Context: an optimization exercise on an open-source flow, tuned for small area. The choices shown serve that exercise and are no tape-out recipe.
Function was checked by simulation only, so behaviour that the tests miss may differ from the original.

job 7538:
==> flow/design.v <==
`timescale 1ns / 1ps
module AHB_master#(
    parameter ADDR_WIDTH=32,
    parameter DATA_WIDTH=32)
(
    input wire HRESETn,
    input wire HCLK,
    input wire HREADY,
    input wire HRESP,                         
    input wire [DATA_WIDTH-1:0] HRDATA,
    output reg [ADDR_WIDTH-1:0] HADDR,
    output reg HWRITE,
    output reg [2:0] HSIZE,
    output wire [2:0] HBURST,
    output wire [3:0] HPROT,
    output reg [1:0] HTRANS,
    output wire HMASTLOCK,
    output reg [DATA_WIDTH-1:0] HWDATA,
    input wire cmd_valid,
    input wire cmd_write,
    input wire [ADDR_WIDTH-1:0] cmd_addr,
    input wire [DATA_WIDTH-1:0] cmd_wdata,
    input wire [7:0] cmd_len,
    input wire [2:0] cmd_size,
    output wire cmd_ready,
    output wire resp_valid,
    output reg [DATA_WIDTH-1:0] resp_rdata,
    output reg resp_err
);
    reg ph;                          
    reg burst;                       
    reg [7:0] beat_count;            
    reg [DATA_WIDTH-1:0] wdata_reg;  
    wire idle    = ~(HTRANS[1] | HTRANS[0]);
    wire accept  = idle & cmd_valid;
    wire data_st = ~idle & ph;
    wire last    = ~|beat_count[7:1];
    wire step    = data_st & HREADY & ~last;
    wire [7:0] onehot = 8'd1 << HSIZE;
    wire [7:0] inc = step ? onehot : 8'd0;
    wire [31:0] cy;
    wire [8:0] tl;
    assign tl[0] = 1'b0;
    genvar gi;
    generate for (gi = 0; gi < 8; gi = gi + 1) begin : g_tl
        assign tl[gi+1] = (onehot[gi] | tl[gi]) & HADDR[gi];
    end endgenerate
    wire p1 = &HADDR[15:8];
    wire p2 = &HADDR[23:16];
    wire [3:1] cin;
    assign cin[1] = step & tl[8];
    assign cin[2] = step & tl[8] & p1;
    assign cin[3] = step & tl[8] & p1 & p2;
    assign cy[0] = inc[0];
    generate for (gi = 1; gi < 32; gi = gi + 1) begin : g_cy
        if (gi < 8) begin : g_lo
            assign cy[gi] = inc[gi] | (cy[gi-1] & HADDR[gi-1]);
        end else if (gi % 8 == 0) begin : g_blk
            assign cy[gi] = cin[gi/8];
        end else begin : g_hi
            assign cy[gi] = cy[gi-1] & HADDR[gi-1];
        end
    end endgenerate
    assign cmd_ready  = idle;
    assign resp_valid = idle & ph;
    assign HBURST     = {2'b00, burst};
    assign HPROT      = 4'b0011;
    assign HMASTLOCK  = 1'b0;
    always @(posedge HCLK or negedge HRESETn) begin
        if (!HRESETn) begin
            HADDR      <= {ADDR_WIDTH{1'b0}};
            HWRITE     <= 1'b0;
            HSIZE      <= 3'd2;
            burst      <= 1'b0;
            HTRANS     <= 2'b00;
            HWDATA     <= {DATA_WIDTH{1'b0}};
            resp_rdata <= {DATA_WIDTH{1'b0}};
            resp_err   <= 1'b0;
            ph         <= 1'b0;
        end else begin
            ph        <= ~idle & (ph | HREADY);
            HTRANS[1] <= idle ? cmd_valid : (~ph | (HREADY & ~last));
            HTRANS[0] <= data_st & ~(HREADY & last);
            if (accept) begin
                HADDR  <= cmd_addr;
                HSIZE  <= cmd_size;
                HWRITE <= cmd_write;
                burst  <= |cmd_len[7:1];
            end else begin
                HADDR  <= HADDR ^ cy[31:0];
            end
            if (HREADY & HWRITE)
                HWDATA <= wdata_reg;
            if (data_st & HREADY & ~HWRITE)
                resp_rdata <= HRDATA;
            if (data_st & HREADY & last)
                resp_err <= HRESP;
        end
    end
    always @(posedge HCLK) begin
        if (accept) begin
            wdata_reg  <= cmd_wdata;
            beat_count <= cmd_len;
        end else if (step) begin
            beat_count <= beat_count - 8'd1;
        end
    end
endmodule
==> flow/config.mk <==
export PLATFORM = sky130hd
export DESIGN_NAME = AHB_master
export DESIGN_NICKNAME = AHB_master
export VERILOG_FILES = /design/flow/design.v
export SDC_FILE = /design/flow/constraint.sdc
export NUM_CORES = 4
export LEC_CHECK = 0
export CAP_MARGIN = 20
export CORE_MARGIN = 2
export CORE_UTILIZATION = 60
export SLEW_MARGIN = 20
==> flow/constraint.sdc <==
create_clock -name core_clock -period 5.0 [get_ports {HCLK}]
set_input_delay 1.0000 -clock core_clock [delete_from_list [all_inputs] [get_ports {HCLK}]]
set_output_delay 1.0000 -clock core_clock [all_outputs]
set_load 0.01 [all_outputs]
standard.sh (not shown) runs the stock make flow with config.mk's settings and CLKGATE_MAP_FILE= SYNTH_SCRIPT=/design/flow/synth_recipe.tcl, a recipe that flattens the netlist after the stock synthesis.
==> flow/flow/run.sh <==
#!/bin/bash
# Layout flow: the standard synthesis; then the combinational logic between
# the registers re-mapped by ABC for area (flow/resynth.ys: registers, half
# adders and tie cells kept as synthesis made them, with their names); then
# the standard layout, with buf_1 port buffers, a clock tree of small clock
# buffers without dummy loads, and the tie-high and tie-low cells merged into
# one cell (flow/merge_ties.py) and left where synthesis put them.
set -euo pipefail
here=$(pwd)
res=$here/orfs/results/$FLOW_PLATFORM/AHB_master/base
platform=$FLOW_HOME/platforms/$FLOW_PLATFORM
lib=$platform/lib/sky130_fd_sc_hd__tt_025C_1v80.lib

bash standard.sh synth > synth_flow.log 2>&1

cp "$res/1_2_yosys.v" "$here/std_synth.v"
dont_use=$(sed -n '/DONT_USE_CELLS += /,/^#/p' "$platform/config.mk" \
  | grep -o 'sky130_fd_sc_hd__[a-z0-9_]*' | sed 's/^/-dont_use /' | tr '\n' ' ')
sed -e "s#@LIB@#$lib#g" -e "s#@DONT_USE@#$dont_use#" \
    -e "s#@IN@#$here/std_synth.v#" -e "s#@OUT@#$here/resynth.v#" \
    flow/resynth.ys > resynth_run.ys
yosys -s resynth_run.ys > resynth.log 2>&1
python3 flow/merge_ties.py "$here/resynth.v" > merge_ties.log 2>&1
cp "$here/resynth.v" "$res/1_2_yosys.v"
rm -f "$res/1_synth.odb" "$res/1_synth.sdc"

export BUFFER_PORTS_ARGS="-buffer_cell sky130_fd_sc_hd__buf_1"
export CTS_ARGS="-sink_clustering_enable -repair_clock_nets -dont_use_dummy_load -buf_list sky130_fd_sc_hd__clkbuf_4"
export SKIP_REPAIR_TIE_FANOUT=1
bash standard.sh > standard_flow.log 2>&1
Other scripts of this flow, unchanged in this note and not shown: flow/flow/merge_ties.py, flow/flow/resynth.ys
The inputs of job 8889 differ from those of job 7538 as listed below.
--- a/flow/config.mk
+++ b/flow/config.mk
@@ -6,6 +6,6 @@
 export NUM_CORES = 4
 export LEC_CHECK = 0
-export CAP_MARGIN = 20
+export CAP_MARGIN = 0
 export CORE_MARGIN = 2
-export CORE_UTILIZATION = 60
-export SLEW_MARGIN = 20
+export CORE_UTILIZATION = 50
+export SLEW_MARGIN = 0
Findings:
- The run showing the smaller sequential share of layout area is job 8889.
- Going from job 7538 to job 8889, starting density of the core fell by 11 points, non-clock buffer count fell by 1.
- Summary — number of core rows, job 8889 relative to job 7538: higher, by 4.
- | cell area | job 8889 vs job 7538 | worse |
Input-level comparison between job 5065 and job 8889:
--- a/flow/config.mk
+++ b/flow/config.mk
@@ -8,4 +8,4 @@
 export CAP_MARGIN = 0
 export CORE_MARGIN = 2
-export CORE_UTILIZATION = 50
+export CORE_UTILIZATION = 60
 export SLEW_MARGIN = 0
### Flow results
- The final layout from job 5065, which completed every stage, passed the timing, DRC and antenna checks at the end of the flow.
- The setup slack of job 5065 is smaller than that of job 8889.
- The via count of job 8889 and that of job 5065 are within noise of each other.
- The total wire length after detailed routing of job 5065 falls short of that of job 8889 by about 1.8%.
- Taking job 8889 as the reference point, the minimum hold slack of job 5065 rises by 5.4 ps.
- Going from job 8889 to job 5065, tightest slew margin relative to the limit rose by 8.5 points; final period demand of the worst path rose by 11 ps.

==> static timing again, ports no longer ideal <==
In the flow no input, the clock included, has a driving cell. The finished layouts below were timed again as built, in two steps.
Step 1 (the two cells are an assumption about what drives the block):
set clk [get_ports {HCLK}]
set_driving_cell -lib_cell sky130_fd_sc_hd__clkbuf_16 $clk
set_driving_cell -lib_cell sky130_fd_sc_hd__buf_2 [delete_from_list [all_inputs] $clk]
Step 2 adds t to the input delays and takes it off the output delays; t is the mean of the earliest and latest rising clock arrival at the registers after step 1. Input paths then give back, and output paths get back, about the clock's delay inside the block.
Three values: ideal ports, drivers, drivers and shift; two values: the first two.
| run | shift t [ns] | setup WS [ns] | pins driven straight from the clock port |
|---|---|---|---|
| job 7538 | 0.508 | 0.372 / 0.372 / 0.372 | 1 |
| job 8889 | 0.537 | 0.387 / 0.387 / 0.387 | 1 |
| job 5065 | 0.506 | 0.375 / 0.375 / 0.375 | 1 |
After both steps every run listed still meets setup and hold.
